From an optimization exercise on the open Yosys and OpenROAD flow, aimed at small area; shortcuts taken in it are not production practice.
RTL that was checked went through simulation tests only; none was proved equivalent to the original.
The RTL of run 3 was laid out without a check of its function.
Power is estimated from default activity; no workload was simulated.

--- design/flow/design.v ---
module bf16_mul_front(
    input  [15:0] a,
    input  [15:0] b,
    output [17:0] w
);
  wire       sa = a[15], sb = b[15];
  wire [7:0] ea = a[14:7], eb = b[14:7];
  wire [6:0] fa = a[6:0], fb = b[6:0];
  wire a_max = &ea, b_max = &eb;
  wire a_zer = ~|ea, b_zer = ~|eb;
  wire a_fz  = ~|fa, b_fz  = ~|fb;
  wire nan   = (a_max & ~a_fz) | (b_max & ~b_fz) |
               (a_max & b_zer & b_fz) | (b_max & a_zer & a_fz);
  wire inf   = a_max | b_max;
  wire zer   = a_zer | b_zer;
  wire [8:0] S = ea + eb + 9'd1;
  wire       ulo = ~S[8] & (~S[7] | ~|S[6:0]);     
  wire       uhi = S[8] & (S[7:0] > 8'd124);       
  wire       nrm = ~nan & ~inf & ~zer & ~ulo & ~uhi;    
  wire       big = ~nan & (inf | (~zer & uhi));         
  wire [7:0] e0  = {~S[7], S[6:0]};
  wire t1 = (fa[0]&fb[6]) ^ (fa[1]&fb[5]);
  wire t2 = (fa[0]&fb[6]) & (fa[1]&fb[5]);
  wire t3 = fa[0] ^ fb[0] ^ (fa[1]&fb[6]);
  wire t4 = (fa[0] & fb[0]) | (fa[0] & (fa[1]&fb[6])) | (fb[0] & (fa[1]&fb[6]));
  wire t5 = (fa[2]&fb[5]) ^ (fa[3]&fb[4]);
  wire t6 = (fa[2]&fb[5]) & (fa[3]&fb[4]);
  wire t7 = fa[1] ^ fb[1] ^ (fa[2]&fb[6]);
  wire t8 = (fa[1] & fb[1]) | (fa[1] & (fa[2]&fb[6])) | (fb[1] & (fa[2]&fb[6]));
  wire t9 = (fa[3]&fb[5]) ^ (fa[4]&fb[4]);
  wire t10 = (fa[3]&fb[5]) & (fa[4]&fb[4]);
  wire t11 = fa[2] ^ fb[2] ^ (fa[3]&fb[6]);
  wire t12 = (fa[2] & fb[2]) | (fa[2] & (fa[3]&fb[6])) | (fb[2] & (fa[3]&fb[6]));
  wire t13 = (fa[0]&fb[4]) ^ (fa[1]&fb[3]);
  wire t14 = (fa[0]&fb[4]) & (fa[1]&fb[3]);
  wire t15 = (fa[0]&fb[5]) ^ (fa[1]&fb[4]) ^ (fa[2]&fb[3]);
  wire t16 = ((fa[0]&fb[5]) & (fa[1]&fb[4])) | ((fa[0]&fb[5]) & (fa[2]&fb[3])) | ((fa[1]&fb[4]) & (fa[2]&fb[3]));
  wire t17 = (fa[3]&fb[2]) ^ (fa[4]&fb[1]);
  wire t18 = (fa[3]&fb[2]) & (fa[4]&fb[1]);
  wire t19 = (fa[2]&fb[4]) ^ (fa[3]&fb[3]) ^ (fa[4]&fb[2]);
  wire t20 = ((fa[2]&fb[4]) & (fa[3]&fb[3])) | ((fa[2]&fb[4]) & (fa[4]&fb[2])) | ((fa[3]&fb[3]) & (fa[4]&fb[2]));
  wire t21 = (fa[5]&fb[1]) ^ (fa[6]&fb[0]) ^ t1;
  wire t22 = ((fa[5]&fb[1]) & (fa[6]&fb[0])) | ((fa[5]&fb[1]) & t1) | ((fa[6]&fb[0]) & t1);
  wire t23 = (fa[4]&fb[3]) ^ (fa[5]&fb[2]) ^ (fa[6]&fb[1]);
  wire t24 = ((fa[4]&fb[3]) & (fa[5]&fb[2])) | ((fa[4]&fb[3]) & (fa[6]&fb[1])) | ((fa[5]&fb[2]) & (fa[6]&fb[1]));
  wire t25 = t3 ^ t5 ^ t2;
  wire t26 = (t3 & t5) | (t3 & t2) | (t5 & t2);
  wire t27 = (fa[5]&fb[3]) ^ (fa[6]&fb[2]) ^ t7;
  wire t28 = ((fa[5]&fb[3]) & (fa[6]&fb[2])) | ((fa[5]&fb[3]) & t7) | ((fa[6]&fb[2]) & t7);
  wire t29 = t9 ^ t4 ^ t6;
  wire t30 = (t9 & t4) | (t9 & t6) | (t4 & t6);
  wire t31 = (fa[4]&fb[5]) ^ (fa[5]&fb[4]) ^ (fa[6]&fb[3]);
  wire t32 = ((fa[4]&fb[5]) & (fa[5]&fb[4])) | ((fa[4]&fb[5]) & (fa[6]&fb[3])) | ((fa[5]&fb[4]) & (fa[6]&fb[3]));
  wire t33 = t11 ^ t8 ^ t10;
  wire t34 = (t11 & t8) | (t11 & t10) | (t8 & t10);
  wire t35 = fa[3] ^ fb[3] ^ (fa[4]&fb[6]);
  wire t36 = (fa[3] & fb[3]) | (fa[3] & (fa[4]&fb[6])) | (fb[3] & (fa[4]&fb[6]));
  wire t37 = (fa[5]&fb[5]) ^ (fa[6]&fb[4]) ^ t12;
  wire t38 = ((fa[5]&fb[5]) & (fa[6]&fb[4])) | ((fa[5]&fb[5]) & t12) | ((fa[6]&fb[4]) & t12);
  wire t39 = fa[4] ^ fb[4] ^ (fa[5]&fb[6]);
  wire t40 = (fa[4] & fb[4]) | (fa[4] & (fa[5]&fb[6])) | (fb[4] & (fa[5]&fb[6]));
  wire t41 = (fa[0]&fb[3]) ^ (fa[1]&fb[2]);
  wire t42 = (fa[0]&fb[3]) & (fa[1]&fb[2]);
  wire t43 = (fa[2]&fb[2]) ^ (fa[3]&fb[1]) ^ (fa[4]&fb[0]);
  wire t44 = ((fa[2]&fb[2]) & (fa[3]&fb[1])) | ((fa[2]&fb[2]) & (fa[4]&fb[0])) | ((fa[3]&fb[1]) & (fa[4]&fb[0]));
  wire t45 = (fa[5]&fb[0]) ^ t15 ^ t17;
  wire t46 = ((fa[5]&fb[0]) & t15) | ((fa[5]&fb[0]) & t17) | (t15 & t17);
  wire t47 = t19 ^ t21 ^ t16;
  wire t48 = (t19 & t21) | (t19 & t16) | (t21 & t16);
  wire t49 = t23 ^ t25 ^ t20;
  wire t50 = (t23 & t25) | (t23 & t20) | (t25 & t20);
  wire t51 = t27 ^ t29 ^ t24;
  wire t52 = (t27 & t29) | (t27 & t24) | (t29 & t24);
  wire t53 = t31 ^ t33 ^ t28;
  wire t54 = (t31 & t33) | (t31 & t28) | (t33 & t28);
  wire t55 = t35 ^ t37 ^ t32;
  wire t56 = (t35 & t37) | (t35 & t32) | (t37 & t32);
  wire t57 = (fa[6]&fb[5]) ^ t39 ^ t36;
  wire t58 = ((fa[6]&fb[5]) & t39) | ((fa[6]&fb[5]) & t36) | (t39 & t36);
  wire t59 = fa[5] ^ fb[5] ^ (fa[6]&fb[6]);
  wire t60 = (fa[5] & fb[5]) | (fa[5] & (fa[6]&fb[6])) | (fb[5] & (fa[6]&fb[6]));
  wire t61 = (fa[0]&fb[2]) ^ (fa[1]&fb[1]);
  wire t62 = (fa[0]&fb[2]) & (fa[1]&fb[1]);
  wire t63 = (fa[2]&fb[1]) ^ (fa[3]&fb[0]) ^ t41;
  wire t64 = ((fa[2]&fb[1]) & (fa[3]&fb[0])) | ((fa[2]&fb[1]) & t41) | ((fa[3]&fb[0]) & t41);
  wire t65 = t13 ^ t43 ^ t42;
  wire t66 = (t13 & t43) | (t13 & t42) | (t43 & t42);
  wire t67 = t14 ^ t45 ^ t44;
  wire t68 = (t14 & t45) | (t14 & t44) | (t45 & t44);
  wire t69 = t18 ^ t47 ^ t46;
  wire t70 = (t18 & t47) | (t18 & t46) | (t47 & t46);
  wire t71 = t22 ^ t49 ^ t48;
  wire t72 = (t22 & t49) | (t22 & t48) | (t49 & t48);
  wire t73 = t26 ^ t51 ^ t50;
  wire t74 = (t26 & t51) | (t26 & t50) | (t51 & t50);
  wire t75 = t30 ^ t53 ^ t52;
  wire t76 = (t30 & t53) | (t30 & t52) | (t53 & t52);
  wire t77 = t34 ^ t55 ^ t54;
  wire t78 = (t34 & t55) | (t34 & t54) | (t55 & t54);
  wire t79 = t38 ^ t57 ^ t56;
  wire t80 = (t38 & t57) | (t38 & t56) | (t57 & t56);
  wire t81 = t40 ^ t59 ^ t58;
  wire t82 = (t40 & t59) | (t40 & t58) | (t59 & t58);
  wire t83 = fa[6] ^ fb[6] ^ t60;
  wire t84 = (fa[6] & fb[6]) | (fa[6] & t60) | (fb[6] & t60);
  wire [15:0] pr0 = {1'b0, 1'b1, t83, t81, t79, t77, t75, t73, t71, t69, t67, t65, t63, (fa[2]&fb[0]), (fa[0]&fb[1]), (fa[0]&fb[0])};
  wire [15:0] pr1 = {1'b0, t84, t82, t80, t78, t76, t74, t72, t70, t68, t66, t64, t62, t61, (fa[1]&fb[0]), 1'b0};
  wire [9:0] u;                       
  wire [6:0] lc;
  assign lc[0] = 1'b0;
  genvar k;
  generate for (k = 0; k < 6; k = k + 1) begin : lca
    assign lc[k+1] = (pr0[k] & pr1[k]) | (pr0[k] & lc[k]) | (pr1[k] & lc[k]);
  end endgenerate
  assign u = pr0[15:6] + pr1[15:6] + lc[6];
  wire st = (fa[0]&fb[0]) | (fa[0]&fb[1]) | (fa[0]&fb[2]) | (fa[0]&fb[3]) | (fa[0]&fb[4]) | (fa[0]&fb[5]) | (fa[1]&fb[0]) | (fa[1]&fb[1]) | (fa[1]&fb[2]) | (fa[1]&fb[3]) | (fa[1]&fb[4]) | (fa[2]&fb[0]) | (fa[2]&fb[1]) | (fa[2]&fb[2]) | (fa[2]&fb[3]) | (fa[3]&fb[0]) | (fa[3]&fb[1]) | (fa[3]&fb[2]) | (fa[4]&fb[0]) | (fa[4]&fb[1]) | (fa[5]&fb[0]);
  wire       h    = u[9];
  wire [6:0] n0   = u[7:1];           
  wire [6:0] n1   = u[8:2];           
  wire       rnd0 = u[0] & (st | n0[0]);
  wire       rnd1 = u[1] & (st | u[0] | n1[0]);
  wire [6:0] n    = h ? n1 : n0;
  wire       rnd  = h ? rnd1 : rnd0;
  wire [7:0] e0f = nrm ? e0 : {8{nan | big}};
  wire [6:0] nf  = nrm ? n  : {nan, 6'd0};
  assign w = {(sa ^ sb) | nan, e0f, h & nrm, rnd & nrm, nf};
endmodule
module bf16_mul_front_in(
    input  [15:0] a,
    input  [15:0] b,
    output [17:0] w
);
  wire       sa = a[15], sb = b[15];
  wire [7:0] ea = a[14:7], eb = b[14:7];
  wire [6:0] fa = a[6:0], fb = b[6:0];
  wire a_max = &ea, b_max = &eb;
  wire a_zer = ~|ea, b_zer = ~|eb;
  wire a_fz  = ~|fa, b_fz  = ~|fb;
  wire nan   = (a_max & ~a_fz) | (b_max & ~b_fz) |
               (a_max & b_zer & b_fz) | (b_max & a_zer & a_fz);
  wire inf   = a_max | b_max;
  wire zer   = a_zer | b_zer;
  wire [8:0] S;
  wire [8:0] ec;
  assign ec[0] = 1'b1;
  genvar j;
  generate for (j = 0; j < 8; j = j + 1) begin : eadd
    assign S[j]    = ea[j] ^ eb[j] ^ ec[j];
    assign ec[j+1] = (ea[j] & eb[j]) | (ea[j] & ec[j]) | (eb[j] & ec[j]);
  end endgenerate
  assign S[8] = ec[8];
  wire       ulo = ~S[8] & (~S[7] | ~|S[6:0]);     
  wire       uhi = S[8] & (S[7:0] > 8'd124);       
  wire       nrm = ~nan & ~inf & ~zer & ~ulo & ~uhi;    
  wire       big = ~nan & (inf | (~zer & uhi));         
  wire [7:0] e0  = {~S[7], S[6:0]};
  wire t1 = (fa[0]&fb[6]) ^ (fa[1]&fb[5]);
  wire t2 = (fa[0]&fb[6]) & (fa[1]&fb[5]);
  wire t3 = fa[0] ^ fb[0] ^ (fa[1]&fb[6]);
  wire t4 = (fa[0] & fb[0]) | (fa[0] & (fa[1]&fb[6])) | (fb[0] & (fa[1]&fb[6]));
  wire t5 = (fa[2]&fb[5]) ^ (fa[3]&fb[4]);
  wire t6 = (fa[2]&fb[5]) & (fa[3]&fb[4]);
  wire t7 = fa[1] ^ fb[1] ^ (fa[2]&fb[6]);
  wire t8 = (fa[1] & fb[1]) | (fa[1] & (fa[2]&fb[6])) | (fb[1] & (fa[2]&fb[6]));
  wire t9 = (fa[3]&fb[5]) ^ (fa[4]&fb[4]);
  wire t10 = (fa[3]&fb[5]) & (fa[4]&fb[4]);
  wire t11 = fa[2] ^ fb[2] ^ (fa[3]&fb[6]);
  wire t12 = (fa[2] & fb[2]) | (fa[2] & (fa[3]&fb[6])) | (fb[2] & (fa[3]&fb[6]));
  wire t13 = (fa[0]&fb[4]) ^ (fa[1]&fb[3]);
  wire t14 = (fa[0]&fb[4]) & (fa[1]&fb[3]);
  wire t15 = (fa[0]&fb[5]) ^ (fa[1]&fb[4]) ^ (fa[2]&fb[3]);
  wire t16 = ((fa[0]&fb[5]) & (fa[1]&fb[4])) | ((fa[0]&fb[5]) & (fa[2]&fb[3])) | ((fa[1]&fb[4]) & (fa[2]&fb[3]));
  wire t17 = (fa[3]&fb[2]) ^ (fa[4]&fb[1]);
  wire t18 = (fa[3]&fb[2]) & (fa[4]&fb[1]);
  wire t19 = (fa[2]&fb[4]) ^ (fa[3]&fb[3]) ^ (fa[4]&fb[2]);
  wire t20 = ((fa[2]&fb[4]) & (fa[3]&fb[3])) | ((fa[2]&fb[4]) & (fa[4]&fb[2])) | ((fa[3]&fb[3]) & (fa[4]&fb[2]));
  wire t21 = (fa[5]&fb[1]) ^ (fa[6]&fb[0]) ^ t1;
  wire t22 = ((fa[5]&fb[1]) & (fa[6]&fb[0])) | ((fa[5]&fb[1]) & t1) | ((fa[6]&fb[0]) & t1);
  wire t23 = (fa[4]&fb[3]) ^ (fa[5]&fb[2]) ^ (fa[6]&fb[1]);
  wire t24 = ((fa[4]&fb[3]) & (fa[5]&fb[2])) | ((fa[4]&fb[3]) & (fa[6]&fb[1])) | ((fa[5]&fb[2]) & (fa[6]&fb[1]));
  wire t25 = t3 ^ t5 ^ t2;
  wire t26 = (t3 & t5) | (t3 & t2) | (t5 & t2);
  wire t27 = (fa[5]&fb[3]) ^ (fa[6]&fb[2]) ^ t7;
  wire t28 = ((fa[5]&fb[3]) & (fa[6]&fb[2])) | ((fa[5]&fb[3]) & t7) | ((fa[6]&fb[2]) & t7);
  wire t29 = t9 ^ t4 ^ t6;
  wire t30 = (t9 & t4) | (t9 & t6) | (t4 & t6);
  wire t31 = (fa[4]&fb[5]) ^ (fa[5]&fb[4]) ^ (fa[6]&fb[3]);
  wire t32 = ((fa[4]&fb[5]) & (fa[5]&fb[4])) | ((fa[4]&fb[5]) & (fa[6]&fb[3])) | ((fa[5]&fb[4]) & (fa[6]&fb[3]));
  wire t33 = t11 ^ t8 ^ t10;
  wire t34 = (t11 & t8) | (t11 & t10) | (t8 & t10);
  wire t35 = fa[3] ^ fb[3] ^ (fa[4]&fb[6]);
  wire t36 = (fa[3] & fb[3]) | (fa[3] & (fa[4]&fb[6])) | (fb[3] & (fa[4]&fb[6]));
  wire t37 = (fa[5]&fb[5]) ^ (fa[6]&fb[4]) ^ t12;
  wire t38 = ((fa[5]&fb[5]) & (fa[6]&fb[4])) | ((fa[5]&fb[5]) & t12) | ((fa[6]&fb[4]) & t12);
  wire t39 = fa[4] ^ fb[4] ^ (fa[5]&fb[6]);
  wire t40 = (fa[4] & fb[4]) | (fa[4] & (fa[5]&fb[6])) | (fb[4] & (fa[5]&fb[6]));
  wire t41 = (fa[0]&fb[3]) ^ (fa[1]&fb[2]);
  wire t42 = (fa[0]&fb[3]) & (fa[1]&fb[2]);
  wire t43 = (fa[2]&fb[2]) ^ (fa[3]&fb[1]) ^ (fa[4]&fb[0]);
  wire t44 = ((fa[2]&fb[2]) & (fa[3]&fb[1])) | ((fa[2]&fb[2]) & (fa[4]&fb[0])) | ((fa[3]&fb[1]) & (fa[4]&fb[0]));
  wire t45 = (fa[5]&fb[0]) ^ t15 ^ t17;
  wire t46 = ((fa[5]&fb[0]) & t15) | ((fa[5]&fb[0]) & t17) | (t15 & t17);
  wire t47 = t19 ^ t21 ^ t16;
  wire t48 = (t19 & t21) | (t19 & t16) | (t21 & t16);
  wire t49 = t23 ^ t25 ^ t20;
  wire t50 = (t23 & t25) | (t23 & t20) | (t25 & t20);
  wire t51 = t27 ^ t29 ^ t24;
  wire t52 = (t27 & t29) | (t27 & t24) | (t29 & t24);
  wire t53 = t31 ^ t33 ^ t28;
  wire t54 = (t31 & t33) | (t31 & t28) | (t33 & t28);
  wire t55 = t35 ^ t37 ^ t32;
  wire t56 = (t35 & t37) | (t35 & t32) | (t37 & t32);
  wire t57 = (fa[6]&fb[5]) ^ t39 ^ t36;
  wire t58 = ((fa[6]&fb[5]) & t39) | ((fa[6]&fb[5]) & t36) | (t39 & t36);
  wire t59 = fa[5] ^ fb[5] ^ (fa[6]&fb[6]);
  wire t60 = (fa[5] & fb[5]) | (fa[5] & (fa[6]&fb[6])) | (fb[5] & (fa[6]&fb[6]));
  wire t61 = (fa[0]&fb[2]) ^ (fa[1]&fb[1]);
  wire t62 = (fa[0]&fb[2]) & (fa[1]&fb[1]);
  wire t63 = (fa[2]&fb[1]) ^ (fa[3]&fb[0]) ^ t41;
  wire t64 = ((fa[2]&fb[1]) & (fa[3]&fb[0])) | ((fa[2]&fb[1]) & t41) | ((fa[3]&fb[0]) & t41);
  wire t65 = t13 ^ t43 ^ t42;
  wire t66 = (t13 & t43) | (t13 & t42) | (t43 & t42);
  wire t67 = t14 ^ t45 ^ t44;
  wire t68 = (t14 & t45) | (t14 & t44) | (t45 & t44);
  wire t69 = t18 ^ t47 ^ t46;
  wire t70 = (t18 & t47) | (t18 & t46) | (t47 & t46);
  wire t71 = t22 ^ t49 ^ t48;
  wire t72 = (t22 & t49) | (t22 & t48) | (t49 & t48);
  wire t73 = t26 ^ t51 ^ t50;
  wire t74 = (t26 & t51) | (t26 & t50) | (t51 & t50);
  wire t75 = t30 ^ t53 ^ t52;
  wire t76 = (t30 & t53) | (t30 & t52) | (t53 & t52);
  wire t77 = t34 ^ t55 ^ t54;
  wire t78 = (t34 & t55) | (t34 & t54) | (t55 & t54);
  wire t79 = t38 ^ t57 ^ t56;
  wire t80 = (t38 & t57) | (t38 & t56) | (t57 & t56);
  wire t81 = t40 ^ t59 ^ t58;
  wire t82 = (t40 & t59) | (t40 & t58) | (t59 & t58);
  wire t83 = fa[6] ^ fb[6] ^ t60;
  wire t84 = (fa[6] & fb[6]) | (fa[6] & t60) | (fb[6] & t60);
  wire [15:0] pr0 = {1'b0, 1'b1, t83, t81, t79, t77, t75, t73, t71, t69, t67, t65, t63, (fa[2]&fb[0]), (fa[0]&fb[1]), (fa[0]&fb[0])};
  wire [15:0] pr1 = {1'b0, t84, t82, t80, t78, t76, t74, t72, t70, t68, t66, t64, t62, t61, (fa[1]&fb[0]), 1'b0};
  wire [9:0] u;                       
  wire [6:0] lc;
  assign lc[0] = 1'b0;
  genvar k;
  generate for (k = 0; k < 6; k = k + 1) begin : lca
    assign lc[k+1] = (pr0[k] & pr1[k]) | (pr0[k] & lc[k]) | (pr1[k] & lc[k]);
  end endgenerate
  assign u = pr0[15:6] + pr1[15:6] + lc[6];
  wire st = (fa[0]&fb[0]) | (fa[0]&fb[1]) | (fa[0]&fb[2]) | (fa[0]&fb[3]) | (fa[0]&fb[4]) | (fa[0]&fb[5]) | (fa[1]&fb[0]) | (fa[1]&fb[1]) | (fa[1]&fb[2]) | (fa[1]&fb[3]) | (fa[1]&fb[4]) | (fa[2]&fb[0]) | (fa[2]&fb[1]) | (fa[2]&fb[2]) | (fa[2]&fb[3]) | (fa[3]&fb[0]) | (fa[3]&fb[1]) | (fa[3]&fb[2]) | (fa[4]&fb[0]) | (fa[4]&fb[1]) | (fa[5]&fb[0]);
  wire       h    = u[9];
  wire [6:0] n0   = u[7:1];           
  wire [6:0] n1   = u[8:2];           
  wire       rnd0 = u[0] & (st | n0[0]);
  wire       rnd1 = u[1] & (st | u[0] | n1[0]);
  wire [6:0] n    = h ? n1 : n0;
  wire       rnd  = h ? rnd1 : rnd0;
  wire [7:0] e0f = nrm ? e0 : {8{nan | big}};
  wire [6:0] nf  = nrm ? n  : {nan, 6'd0};
  assign w = {(sa ^ sb) | nan, e0f, h & nrm, rnd & nrm, nf};
endmodule
module bf16_mul_back(
    input  [17:0] w,
    output [15:0] z
);
  wire       s   = w[17];
  wire [7:0] e0  = w[16:9];
  wire       h   = w[8];
  wire       rnd = w[7];
  wire [6:0] n   = w[6:0];
  wire [6:0] mc;
  assign mc[0] = rnd;
  genvar k;
  generate for (k = 1; k < 7; k = k + 1) begin : inc
    assign mc[k] = rnd & (&n[k-1:0]);
  end endgenerate
  wire [6:0] m   = n ^ mc;
  wire       ovf = h & rnd & (&n);
  wire [7:0] ez  = e0 + h + ovf;
  assign z = {s, ez, m};
endmodule
module mul_tree_bf16_12(
        input clk,
        input rst,
        input [(4*32-1):0] mul_ins,
        input mul_stb,
        input [1:0] mode,
        output reg [(4*16-1):0] outputs,
        output reg [3:0] final_output_stbs_1
    );
  reg        s1, v1, v2, v3;    
  reg        m2;                
  reg [17:0] w0, w1, w2, w3;    
  reg [17:0] x0, x1;            
  reg [17:0] y0;                
  wire [17:0] w0_d, w1_d, w2_d, w3_d, x0_d, x1_d, y0_d;
  wire [15:0] p0, p1, p2, p3, q0, q1, r0;
  wire [15:0] q1_a = m2 ? 16'h3f80 : p3;
  bf16_mul_front_in f_p0 (.a(mul_ins[31:16]),   .b(mul_ins[15:0]),   .w(w0_d));
  bf16_mul_front_in f_p1 (.a(mul_ins[63:48]),   .b(mul_ins[47:32]),  .w(w1_d));
  bf16_mul_front_in f_p2 (.a(mul_ins[95:80]),   .b(mul_ins[79:64]),  .w(w2_d));
  bf16_mul_front_in f_p3 (.a(mul_ins[127:112]), .b(mul_ins[111:96]), .w(w3_d));
  bf16_mul_back  b_p0 (.w(w0), .z(p0));
  bf16_mul_back  b_p1 (.w(w1), .z(p1));
  bf16_mul_back  b_p2 (.w(w2), .z(p2));
  bf16_mul_back  b_p3 (.w(w3), .z(p3));
  bf16_mul_front f_q0 (.a(p1),   .b(p0), .w(x0_d));
  bf16_mul_front f_q1 (.a(q1_a), .b(p2), .w(x1_d));
  bf16_mul_back  b_q0 (.w(x0), .z(q0));
  bf16_mul_back  b_q1 (.w(x1), .z(q1));
  bf16_mul_front f_r0 (.a(q0), .b(q1), .w(y0_d));
  bf16_mul_back  b_r0 (.w(y0), .z(r0));
  always @(posedge clk) begin
    w0 <= w0_d; w1 <= w1_d; w2 <= w2_d; w3 <= w3_d;
    x0 <= x0_d; x1 <= x1_d;
    y0 <= y0_d;
    m2 <= (mode == 2'b10);
    if (rst) begin
      s1 <= 1'b0; v1 <= 1'b0; v2 <= 1'b0; v3 <= 1'b0;
    end else begin
      s1 <= mul_stb; v1 <= s1; v2 <= v1; v3 <= v2;
    end
  end
  always @(*) begin
    case (mode)
      2'b00: begin
        final_output_stbs_1 = {v1, v1, v1, v1};
        outputs = {p3, p2, p1, p0};
      end
      2'b01: begin
        final_output_stbs_1 = {2'b00, v2, v2};
        outputs = {p3, p2, q1, q0};
      end
      2'b10: begin
        final_output_stbs_1 = {2'b00, v1, v3};
        outputs = {p3, p2, p3, r0};
      end
      default: begin
        final_output_stbs_1 = {3'b000, v3};
        outputs = {p3, p2, p3, r0};
      end
    endcase
  end
endmodule
--- design/flow/flow/run.sh ---
#!/bin/bash
# Layout flow: the standard layout (standard.sh) with a smaller buffer
# cell on the ports (every port is still buffered) and a clock tree built
# from clkbuf_4/clkbuf_8 without dummy loads.  standard.sh's output goes to
# standard.log; ORFS's per-step logs stay under orfs/logs/.
set -euo pipefail
export BUFFER_PORTS_ARGS="-buffer_cell sky130_fd_sc_hd__buf_2"
export CTS_ARGS="-sink_clustering_enable -repair_clock_nets -buf_list {sky130_fd_sc_hd__clkbuf_4 sky130_fd_sc_hd__clkbuf_8} -dont_use_dummy_load"
bash standard.sh > standard.log 2>&1
--- design/flow/standard.sh ---
#!/bin/bash
# synth_recipe.tcl (not shown) runs the flow's synth.tcl, then flattens the netlist and writes it again
# the make line also repeats each setting of config.mk as NAME=value (left out here)
make -C /OpenROAD-flow-scripts/flow DESIGN_CONFIG=/design/flow/config.mk WORK_HOME=/design/flow/orfs CLKGATE_MAP_FILE= SYNTH_SCRIPT=/design/flow/synth_recipe.tcl "${@:-finish}"
--- design/flow/config.mk ---
export PLATFORM = sky130hd
export DESIGN_NAME = mul_tree_bf16_12
export DESIGN_NICKNAME = mul_tree_bf16_12
export VERILOG_FILES = /design/flow/design.v
export SDC_FILE = /design/flow/constraint.sdc
export NUM_CORES = 4
export LEC_CHECK = 0
export CAP_MARGIN = 20
export CORE_MARGIN = 2
export CORE_UTILIZATION = 65
export SLEW_MARGIN = 20
--- design/flow/constraint.sdc ---
create_clock -name core_clock -period 5.5 [get_ports {clk}]
set_input_delay 1.1000 -clock core_clock [delete_from_list [all_inputs] [get_ports {clk}]]
set_output_delay 1.1000 -clock core_clock [all_outputs]
set_load 0.01 [all_outputs]
==> results.sh, run 1 <==
export IMPL_status="no timing/DRC/antenna violations"
export IMPL_reg2reg_from="x1[0]"
export IMPL_synth_top_area_share_pct=27.2
export IMPL_r2r_cells=20
export IMPL_cp_arrival_ns=5.68
export IMPL_synth_xor_area_share_pct=5.36
export IMPL_crit_path_end_kind="flip-flop"
export IMPL_netlist_area_mm2=0.0219
export IMPL_fin_tns_setup_ns=0
export IMPL_synth_top_family_by_area="adder cells"
export IMPL_ioPinCount=201
export IMPL_ir_drop_mv=0.670
export IMPL_min_path_type="flip-flop to flip-flop"
export IMPL_drive_gt1_share_pct=12.8
export IMPL_synth_cell_type_count=71
export IMPL_yosys_warnings=1
export IMPL_rows=67
export IMPL_dieWidth_um=187
export IMPL_hold_viol=0
export IMPL_grt_usage_pct=32.5
export IMPL_slew_violations=0
export IMPL_async_flop_share_pct=0
export IMPL_critPathMaxFanout=5
export IMPL_gp_congestion=0.965
export IMPL_cts_sinks=131
export IMPL_die_y_um=187
export IMPL_drt_first_iter_violations=1085
export IMPL_grt_max_degree=33
export IMPL_nFillCells=2686
export IMPL_slew_headroom_pct=34.6
export IMPL_holdPathStages=1
export IMPL_setup_viol=0
export IMPL_tightest_slew_ns=0.969
export IMPL_via_count=19178
export IMPL_avgSynthCellArea_um2=8.20
export IMPL_portBuffers=200
export IMPL_critPathLaunchType="flip-flop"
export IMPL_worstPathRequired_ns=5.89
export IMPL_fin_crit_ns=5.30
export IMPL_yosysMostFrequentCell="inv_1"
export IMPL_min_to="v1"
export IMPL_maxCapViolations=0
export IMPL_grt_overflow_total=0
export IMPL_max_freq_mhz=189
export IMPL_dp_hpwl_um=47600
export IMPL_nets=3560
export IMPL_p_leak_uw=0.0118
export IMPL_drc=0
export IMPL_synthCells=2668
export IMPL_grt_pass1_vias=19829
export IMPL_via_per_inst=5.66
export IMPL_rr_endpoint="y0[6]"
export IMPL_synth_compound_area_share_pct=11.7
export IMPL_synth_seq_area_share_pct=12.0
export IMPL_min_delay_start="s1"
export IMPL_synth_edf_count=0
export IMPL_path_class="flip-flop to flip-flop"
export IMPL_synth_fa_ha_area_share_pct=38.2
export IMPL_dieArea_mm2=0.0351
export IMPL_p_per_area_mw_per_mm2=599
export IMPL_drtPass1Iterations=6
export IMPL_synth_seq_cells=131
export IMPL_cts_made_buffers=17
export IMPL_synth_nets=3287
export IMPL_ys_flop_type="dfxtp_1"
export IMPL_syn_to_final_growth_pct=11.3
export IMPL_clockBufferDepth=2
export IMPL_fin_hold_ws_ns=0.453
export IMPL_grt_pass1_wl_um=93200
export IMPL_clock_latency_ns=0.45
export IMPL_wire_per_inst_um=16.4
export IMPL_clkTransAtPathRegs_ns=0.07
export IMPL_finalWirelength_um=55600
export IMPL_yosysTopAreaCell="fa_1"
export IMPL_synth_area_top_cells="fa_1 27%, dfxtp_1 12%, ha_1 11%"
export IMPL_htree_levels=4
export IMPL_initial_core_util_pct=65.6
export IMPL_antenna_found_initial=4
export IMPL_period_share_pct=96.3
export IMPL_muxShareOfSynthArea_pct=2.44
export IMPL_yosys_area_share_simple_pct=20.9
export IMPL_synth_common_cells="503 x inv_1, 297 x fa_1, 233 x nor2_1, 189 x ha_1, 177 x nand2_1"
export IMPL_tritoncts="built"
export IMPL_ant_nets=0
export IMPL_core_area_mm2=0.0334
export IMPL_ctsRootBufferMaster="clkbuf_8"
export IMPL_r2r_setup_slack_ns=0.20
export IMPL_fin_worst_skew_ns=0.0338
## final cells by class
cell class,count,area [µm²],area share (%)
multi-input cells,1990,17300,71.1
diodes,2,5.00,0.0205
well taps,448,561,2.30
flip-flops and latches,131,2630,10.8
repair buffers,297,1730,7.10
inverters,504,1890,7.77
clock buffers,17,234,0.961
## placed cells by master (no fill, tap or decap), types with 51 or more instances in the layout
master	count
buf_4	97
nor3_1	58
buf_2	200
o21ai_0	140
ha_1	189
xnor2_1	76
inv_1	503
nor2_1	230
a21oi_1	90
and2_1	143
dfxtp_1	128
nand3_1	51
nand2_1	176
fa_1	293
## where the power goes
part	leakage (µW)	switching [µW]	internal, µW
logic	0.0105	7080	5200
registers	0.00110	333	1400
clock network	0.000122	318	271
total	0.0118	7730	6870
## worst max-delay path, cell delays in order (launching register included)
cell and delay, ns:
dfxtp_2 0.35, and4_4 0.26, nand4_1 0.14, xor2_1 0.22, buf_4 0.17, nor2_1 0.06, fa_1 0.51, fa_1 0.51
inv_1 0.06, fa_1 0.47, fa_1 0.56, inv_1 0.06, ha_1 0.27, nor2b_1 0.12, o21ai_0 0.18, a21oi_1 0.13
o41ai_1 0.25, buf_4 0.18, mux2_2 0.33, o31ai_2 0.22, mux2_4 0.19
## cells by family (layout without fill, tap and decap cells)
group,after synthesis,after routing
buffers and inverters,547,818
adder cells (fa/ha/maj),490,490
AND/OR/NAND/NOR,903,903
AO/OA/AOI/OAI,412,412
XOR/XNOR,133,133
multiplexers,52,52
other,0,2
flip-flops,131,131
## metal layers
metal  global-route usage (%)  wire length [µm]  up-vias
met3                     4.65              3350      107
met2                     57.3             27100      617
met4                     9.72              1630        4
li1                         -                 -     9240
met1                     41.5             23500     9210
met5                        0                27        -
## stage by stage
stage	power [µW]	cells	cell area, µm²	setup slack, ns	util [%]
floorplan	10500	2668	21900	-0.00382	-
global placement	13300	3368	24000	0.0857	71.9
detailed placement	13800	3368	24000	-0.0133	71.9
CTS	14400	3385	24200	0.00600	72.6
global route	16200	3389	24400	-0.0226	73.0
finish	14600	3389	24400	0.202	73.0
## flip-flops by register name (all words and copies together), names as in the netlist
register  flops
w0           18
w1           18
w2           18
w3           18
x0           18
x1           18
y0           18
m2            1
s1            1
v1            1
v2            1
v3            1
## timing repair
item,CTS,global route
hold buffers,0,0
setup endpoints to repair,0,20
resized for setup,0,38
setup buffers,0,2
## how the worst max path moves through the flow
stage           startpoint    end  slack (ns)
2_1_floorplan        w2[1]  x1[7]      -0.004
3_3_place_gp   mul_ins[81]  w2[4]        0.09
3_5_place_dp   mul_ins[81]  w2[1]       -0.01
4_1_cts              w2[1]  x1[7]       0.006
5_1_grt              w0[1]  x0[5]       -0.02
6_report             x1[0]  y0[6]        0.20
==> run 2, diff against run 1 <==
==> design/flow/flow/run.sh (replaced) <==
#!/bin/bash
# Layout flow: the standard layout (standard.sh) with a smaller buffer
# cell on the ports (every port is still buffered) and a clock tree built
# from clkbuf_4/clkbuf_8 without dummy loads, in clusters of up to 30 flip-flops.  standard.sh's output goes to
# standard.log; ORFS's per-step logs stay under orfs/logs/.
set -euo pipefail
export BUFFER_PORTS_ARGS="-buffer_cell sky130_fd_sc_hd__buf_2"
export CTS_ARGS="-sink_clustering_enable -repair_clock_nets -buf_list {sky130_fd_sc_hd__clkbuf_4 sky130_fd_sc_hd__clkbuf_8} -dont_use_dummy_load -sink_clustering_size 30 -sink_clustering_max_diameter 80"
bash standard.sh > standard.log 2>&1
==> results.sh, run 2 <==
export IMPL_maxCapViolations=0
export IMPL_core_area_mm2=0.0334
export IMPL_drive_gt1_share_pct=12.8
export IMPL_synth_edf_count=0
export IMPL_htree_levels=4
export IMPL_cts_sinks=131
export IMPL_slew_violations=0
export IMPL_grt_max_degree=33
export IMPL_critPathMaxFanout=5
export IMPL_p_leak_uw=0.0118
export IMPL_crit_path_end_kind="flip-flop"
export IMPL_drt_first_iter_violations=1085
export IMPL_initial_core_util_pct=65.6
export IMPL_dieWidth_um=187
export IMPL_ant_nets=0
export IMPL_critPathLaunchType="flip-flop"
export IMPL_nFillCells=2686
export IMPL_critPathMaxStageDelay_ns=0.56
export IMPL_power_switching_uw=7730
export IMPL_p_per_area_mw_per_mm2=599
export IMPL_netlist_area_mm2=0.0219
export IMPL_portBuffers=200
export IMPL_min_delay_start="s1"
export IMPL_crit_slowest_cell="fa_1"
export IMPL_ir_drop_mv=0.670
export IMPL_synth_top_area_share_pct=27.2
export IMPL_setup_viol=0
export IMPL_status="no timing/DRC/antenna violations"
export IMPL_fin_util_pct=73.0
export IMPL_muxShareOfSynthArea_pct=2.44
export IMPL_drtPass1Iterations=6
export IMPL_synth_compound_area_share_pct=11.7
export IMPL_die_y_um=187
export IMPL_dp_hpwl_um=47600
export IMPL_grt_overflow_total=0
export IMPL_tritoncts="built"
export IMPL_final_cell_mix="503 x inv_1, 293 x fa_1, 230 x nor2_1"
export IMPL_synth_xor_area_share_pct=5.36
export IMPL_syn_to_final_growth_pct=11.3
export IMPL_synth_seq_cells=131
export IMPL_placed_area_mm2=0.0240
export IMPL_wire_per_inst_um=16.4
export IMPL_via_per_inst=5.66
export IMPL_nets=3560
export IMPL_seqPwrFrac_pct=11.9
export IMPL_yosysTopAreaCell="fa_1"
export IMPL_synthCells=2668
export IMPL_yosys_area_share_simple_pct=20.9
export IMPL_gp_congestion=0.965
export IMPL_max_freq_mhz=189
export IMPL_min_path_type="flip-flop to flip-flop"
export IMPL_multi_input_area_mm2=0.0173
export IMPL_synth_common_cells="503 x inv_1, 297 x fa_1, 233 x nor2_1, 189 x ha_1, 177 x nand2_1"
export IMPL_tightest_slew_ns=0.969
export IMPL_seqCellArea_mm2=0.00263
export IMPL_synth_seq_area_share_pct=12.0
export IMPL_grt_pass1_vias=19829
export IMPL_path_common_cell="fa_1"
export IMPL_reg2reg_from="x1[0]"
export IMPL_ctsRootBufferMaster="clkbuf_8"
export IMPL_synth_fa_ha_area_share_pct=38.2
export IMPL_synth_cell_type_count=71
export IMPL_clockBufferDepth=2
export IMPL_final_common_cell="inv_1"
export IMPL_dieArea_mm2=0.0351
export IMPL_avgSynthCellArea_um2=8.20
export IMPL_grt_usage_pct=32.5
export IMPL_power_frac_comb_pct=84.1
export IMPL_cp_arrival_ns=5.68
export IMPL_swShare_pct=52.9
export IMPL_power_internal_uw=6870
export IMPL_fin_worst_skew_ns=0.0338
export IMPL_async_flop_share_pct=0
export IMPL_clkTransAtPathRegs_ns=0.07
export IMPL_yosys_warnings=1
export IMPL_grt_pass1_wl_um=93200
export IMPL_rows=67
export IMPL_ioPinCount=201
export IMPL_via_count=19178
export IMPL_synth_area_top_cells="fa_1 27%, dfxtp_1 12%, ha_1 11%"
export IMPL_synth_nets=3287
export IMPL_finalWirelength_um=55600
export IMPL_p_clk_share_pct=4.0
export IMPL_slew_headroom_pct=34.6
export IMPL_crit_start="x1[0]"
export IMPL_fin_tns_setup_ns=0
export IMPL_period_share_pct=96.3
export IMPL_yosysMostFrequentCell="inv_1"
export IMPL_antenna_found_initial=4
export IMPL_worstPathRequired_ns=5.89
export IMPL_hold_viol=0
export IMPL_synth_top_family_by_area="adder cells"
export IMPL_path_class="flip-flop to flip-flop"
export IMPL_cts_made_buffers=17
export IMPL_ctsHoldBuffers=0
export IMPL_stdcell_area_mm2=0.0244
export IMPL_crit_chain="and4_4 > nand4_1 > xor2_1 > buf_4 > nor2_1 > fa_1 > fa_1 > inv_1 > fa_1 > fa_1 > inv_1 > ha_1 > nor2b_1 > o21ai_0 > a21oi_1 > o41ai_1 > buf_4 > mux2_2 > o31ai_2 > mux2_4"
export IMPL_ys_flop_type="dfxtp_1"
export IMPL_drc=0
export IMPL_clock_latency_ns=0.45
export IMPL_fin_crit_ns=5.30
## run 2: cell counts in the layout (fill, tap and decap cells not counted)
Identical to the previous run, type by type.
## run 2: power groups by stage
| stage | registers (µW) | logic [µW] | clock network [µW] |
|---|---|---|---|
| final | 1730 | 12300 | 589 |
| after global routing | 1780 | 13800 | 635 |
| after CTS | 1710 | 12100 | 597 |
| after detailed placement | 1730 | 12000 | 0 |
| after global placement | 1710 | 11600 | 0 |
| after floorplan | 1640 | 8890 | 0 |
## run 2: layout make-up
cell class / instances / share of cell area, %
well taps: 448 / 2.30
repair buffers: 297 / 7.10
clock buffers: 17 / 0.961
diodes: 2 / 0.0205
flip-flops and latches: 131 / 10.8
multi-input cells: 1990 / 71.1
inverters: 504 / 7.77
## run 2: critical path: cells and delay by family, from the launching register on
family / cells / cell delay, ns
compound gates: 4 / 0.78
mux: 2 / 0.52
buf+inv: 4 / 0.47
fa+ha+maj: 5 / 2.32
flops: 1 / 0.35
xor+xnor: 1 / 0.22
simple gates: 4 / 0.58
## run 2: layer usage
layer,vias up,track usage (%),wire [µm]
met4,4,9.72,1630
met3,107,4.65,3350
li1,9240,-,-
met1,9210,41.5,23500
met2,617,57.3,27100
met5,-,0,27
## run 2: what timing repair did
item	4_1_cts	5_1_grt
setup endpoints to repair	0	20
setup buffers	0	2
gates resized for setup	0	38
## run 2: logic make-up after synthesis
family	after synthesis
AOI/OAI and AO/OA	412
xor gates and xnor gates	133
adders and majority gates	490
buffers and inverters	547
DFF	131
muxes	52
and+or+nand+nor	903
## run 2: per-stage QoR
stage / power, µW / instances / setup slack, ns / hold WS, ns
floorplan: 10500 / 2668 / -0.00382 / 0.414
global route: 16200 / 3389 / -0.0226 / 0.475
finish: 14600 / 3389 / 0.202 / 0.453
detailed placement: 13800 / 3368 / -0.0133 / 0.428
CTS: 14400 / 3385 / 0.00600 / 0.457
global placement: 13300 / 3368 / 0.0857 / 0.422
## run 2: path summary, 6_finish.rpt
path                              end  slack (ns)  cells past startpoint
worst max-delay path            y0[6]        0.20                     20
worst min register to register     v1        0.45                      1
worst min-delay path               v1        0.45                      1
worst max register to register  y0[6]        0.20                     20
==> run 3, diff against run 2 <==
--- a/design/flow/design.v
+++ b/design/flow/design.v
@@ -259,5 +259,14 @@
   wire [7:0] e0f = nrm ? e0 : {8{nan | big}};
   wire [6:0] nf  = nrm ? n  : {nan, 6'd0};
-  assign w = {(sa ^ sb) | nan, e0f, h & nrm, rnd & nrm, nf};
+  wire       rf = rnd & nrm;
+  wire [6:0] mc;
+  assign mc[0] = rf;
+  genvar q;
+  generate for (q = 1; q < 7; q = q + 1) begin : inc
+    assign mc[q] = rf & (&nf[q-1:0]);
+  end endgenerate
+  wire [6:0] m   = nf ^ mc;
+  wire       ovf = h & rf & (&nf);
+  assign w = {(sa ^ sb) | nan, e0f, h & nrm, ovf, m};
 endmodule
 module bf16_mul_back(
@@ -281,4 +290,16 @@
   assign z = {s, ez, m};
 endmodule
+module bf16_mul_back_exp(
+    input  [17:0] w,
+    output [15:0] z
+);
+  wire       s   = w[17];
+  wire [7:0] e0  = w[16:9];
+  wire       h   = w[8];
+  wire       ovf = w[7];
+  wire [6:0] m   = w[6:0];
+  wire [7:0] ez  = e0 + h + ovf;
+  assign z = {s, ez, m};
+endmodule
 module mul_tree_bf16_12(
         input clk,
@@ -302,8 +323,8 @@
   bf16_mul_front_in f_p2 (.a(mul_ins[95:80]),   .b(mul_ins[79:64]),  .w(w2_d));
   bf16_mul_front_in f_p3 (.a(mul_ins[127:112]), .b(mul_ins[111:96]), .w(w3_d));
-  bf16_mul_back  b_p0 (.w(w0), .z(p0));
-  bf16_mul_back  b_p1 (.w(w1), .z(p1));
-  bf16_mul_back  b_p2 (.w(w2), .z(p2));
-  bf16_mul_back  b_p3 (.w(w3), .z(p3));
+  bf16_mul_back_exp b_p0 (.w(w0), .z(p0));
+  bf16_mul_back_exp b_p1 (.w(w1), .z(p1));
+  bf16_mul_back_exp b_p2 (.w(w2), .z(p2));
+  bf16_mul_back_exp b_p3 (.w(w3), .z(p3));
   bf16_mul_front f_q0 (.a(p1),   .b(p0), .w(x0_d));
   bf16_mul_front f_q1 (.a(q1_a), .b(p2), .w(x1_d));
==> design/flow/flow/run.sh (replaced) <==
#!/bin/bash
# Layout flow: the standard layout (standard.sh) with a smaller buffer
# cell on the ports (every port is still buffered) and a clock tree built
# from clkbuf_4/clkbuf_8 without dummy loads.  standard.sh's output goes to
# standard.log; ORFS's per-step logs stay under orfs/logs/.
set -euo pipefail
export BUFFER_PORTS_ARGS="-buffer_cell sky130_fd_sc_hd__buf_2"
export CTS_ARGS="-sink_clustering_enable -repair_clock_nets -buf_list {sky130_fd_sc_hd__clkbuf_4 sky130_fd_sc_hd__clkbuf_8} -dont_use_dummy_load"
bash standard.sh > standard.log 2>&1
==> results.sh, run 3 <==
export IMPL_cts_sinks=131
export IMPL_p_leak_uw=0.0123
export IMPL_crit_slowest_cell="fa_1"
export IMPL_multi_input_area_mm2=0.0181
export IMPL_avgSynthCellArea_um2=8.32
export IMPL_period_share_pct=96.8
export IMPL_nets=3708
export IMPL_clockBufferDepth=2
export IMPL_tightest_slew_ns=1.06
export IMPL_core_area_mm2=0.0343
export IMPL_grt_usage_pct=33.2
export IMPL_final_common_cell="inv_1"
export IMPL_final_cell_mix="447 x inv_1, 287 x fa_1, 230 x buf_4"
export IMPL_ys_flop_type="dfxtp_1"
export IMPL_synth_edf_count=0
export IMPL_max_freq_mhz=188
export IMPL_r2r_cells=21
export IMPL_synth_common_cells="450 x inv_1, 297 x fa_1, 199 x and2_1, 189 x ha_1, 178 x nor2_1"
export IMPL_critPathMaxStageDelay_ns=0.54
export IMPL_placed_area_mm2=0.0256
export IMPL_grt_pass1_wl_um=97300
export IMPL_reg2reg_from="x1[1]"
export IMPL_ctsRootBufferMaster="clkbuf_8"
export IMPL_syn_to_final_growth_pct=15.3
export IMPL_fin_tns_setup_ns=0
export IMPL_grt_pass1_vias=20482
export IMPL_ir_drop_mv=0.343
export IMPL_finalWirelength_um=59000
export IMPL_r2r_setup_slack_ns=0.29
export IMPL_yosysMostFrequentCell="inv_1"
export IMPL_worst_path_stages=16
export IMPL_clkTransAtPathRegs_ns=0.06
export IMPL_post_place_ws_ns=-0.329
export IMPL_synth_cell_type_count=90
export IMPL_worstPathRequired_ns=5.83
export IMPL_maxCapViolations=0
export IMPL_nFillCells=2624
export IMPL_fin_crit_ns=5.33
export IMPL_grt_overflow_total=0
export IMPL_initial_core_util_pct=65.6
export IMPL_power_uw=12700
export IMPL_drtPass1Iterations=5
export IMPL_ioPinCount=201
export IMPL_diodes=0
export IMPL_yosys_warnings=1
export IMPL_path_class="input port to flip-flop"
export IMPL_rr_endpoint="y0[7]"
export IMPL_stdcell_area_mm2=0.0259
export IMPL_async_flop_share_pct=0
export IMPL_drc=0
export IMPL_gp_congestion=0.971
export IMPL_min_path_type="flip-flop to flip-flop"
export IMPL_via_count=20258
export IMPL_setup_viol=0
export IMPL_dieArea_mm2=0.0361
export IMPL_synth_area_top_cells="fa_1 26%, dfxtp_1 12%, ha_1 11%"
export IMPL_synth_seq_cells=131
export IMPL_cp_arrival_ns=5.66
export IMPL_seqCellArea_mm2=0.00262
export IMPL_cp_top_family="adder cells"
export IMPL_slew_violations=0
export IMPL_grt_max_degree=52
export IMPL_crit_start="mul_ins[102]"
export IMPL_yosysTopAreaCell="fa_1"
export IMPL_htree_levels=4
export IMPL_antenna_found_initial=0
export IMPL_slew_headroom_pct=29.5
export IMPL_synth_seq_area_share_pct=11.7
export IMPL_crit_chain="buf_2 > and2_1 > fa_1 > inv_1 > fa_1 > fa_2 > fa_1 > inv_1 > ha_2 > or3_4 > o311a_4 > or3_1 > a221o_1 > nor3b_4 > nand4_2 > xnor2_1"
export IMPL_die_y_um=190
export IMPL_netlist_area_mm2=0.0225
export IMPL_clock_latency_ns=0.46
export IMPL_rsz0062_at_grt="false"
export IMPL_synthCells=2704
export IMPL_tritoncts="built"
export IMPL_rows=68
export IMPL_synth_nets=3323
export IMPL_setup_ws_ns=0.175
export IMPL_crit_path_end_kind="flip-flop"
export IMPL_status="no timing/DRC/antenna violations"
export IMPL_path_common_cell="fa_1"
export IMPL_via_per_inst=5.72
export IMPL_worstSetupEndpoint="w3[6]"
export IMPL_critPathLaunchType="input port"
export IMPL_portBuffers=200
export IMPL_cts_made_buffers=17
export IMPL_hold_viol=0
export IMPL_dieWidth_um=190
export IMPL_critPathMaxFanout=5
export IMPL_drt_first_iter_violations=1283
export IMPL_ctsHoldBuffers=0
export IMPL_fin_worst_skew_ns=0.0289
export IMPL_critPathBufInv=3
export IMPL_wire_per_inst_um=16.7
export IMPL_dp_hpwl_um=50500
export IMPL_p_per_area_mw_per_mm2=489
export IMPL_synth_top_area_share_pct=26.4
export IMPL_drive_gt1_share_pct=17.4
export IMPL_ant_nets=0
==> run 3: changes by cell type in the layout (fill, tap and decap cells not counted), moves of 16 or more <==
cell,change
inv_1,-56
and2_1,+55
o21ai_0,+36
o31a_1,+16
nor2_1,-52
buf_4,+133
==> run 3: layout make-up <==
type                    count  area share, %
clock buffers              17          0.902
inverters                 450           6.51
multi-input cells        2059           69.8
flip-flops and latches    131           10.1
well taps                 455           2.19
repair buffers            430           10.5
==> run 3: metrics by stage <==
stage,utilization (%),hold slack (ns),instances
2_1_floorplan,-,0.414,2704
3_3_place_gp,74.6,0.424,3522
3_5_place_dp,74.6,0.435,3522
4_1_cts,75.3,0.447,3539
5_1_grt,75.6,0.467,3542
6_report,75.6,0.446,3542
==> run 3: power breakdown <==
part | switching, µW | leakage (µW) | internal, µW
clock network | 329 | 0.000122 | 271
logic | 5680 | 0.0111 | 4630
registers | 458 | 0.00109 | 1320
==> run 3: cells by family (layout without fill, tap and decap cells) <==
logic type	Yosys count	in the layout	share of synthesized area, %
and+or+nand+nor	929	929	22.2
buffers and inverters	514	897	8.91
adders and majority gates	494	494	37.3
AOI/OAI and AO/OA	473	473	13.4
DFF	131	131	11.7
xor gates and xnor gates	129	129	5.02
muxes	34	34	1.54
==> run 3: timing repair <==
item / CTS / global route
setup endpoints to repair: 3 / 24
pin swaps: 0 / 14
cloned: 0 / 0
resized for setup: 3 / 26
endpoints found under the hold margin: 0 / 0
buffers inserted: 0 / 3
==> run 3: metal layers <==
| metal | GRT usage [%] | share of wire (%) |
|---|---|---|
| met3 | 6.22 | 6.6 |
| met2 | 57.6 | 49 |
| met5 | 0 | 0 |
| met4 | 10.5 | 2.8 |
| met1 | 42.1 | 42 |
==> run 3: how the worst min path moves through the flow <==
stage / start / end / slack (ns) / cells past startpoint
finish: s1 / v1 / 0.45 / 1
global route: s1 / v1 / 0.47 / 1
CTS: s1 / v1 / 0.45 / 1
detailed placement: s1 / v1 / 0.44 / 1
global placement: s1 / v1 / 0.42 / 1
floorplan: s1 / v1 / 0.41 / 1

## separate check: timing with driven ports
No port has a modelled driver above. Below, the same layouts with a new extraction and two added sets of constraints. Step 1 assumes that a clkbuf_16 drives the clock port and a buf_2 every other input. Step 2, shift: input delay + t, output delay - t, t = (earliest + latest rising clock arrival at the registers) / 2. This alone moves slack from input paths to output paths. Slacks: no drivers / after step 1 / after step 2; pairs: no drivers / after step 1.
run	t, ns	slack for setup (ns)	worst setup path at the end
run 1	0.481	0.202 / 0.202 / -0.046	input to register
run 2	0.481	0.202 / 0.202 / -0.046	input to register
run 3	0.494	0.175 / 0.205 / -0.289	input to register
With both steps, setup timing fails in every run listed, where it was met with ideal ports. For run 3, which loses most, drivers alone change the setup slack by +0.030 ns; drivers and shift together by -0.464 ns.
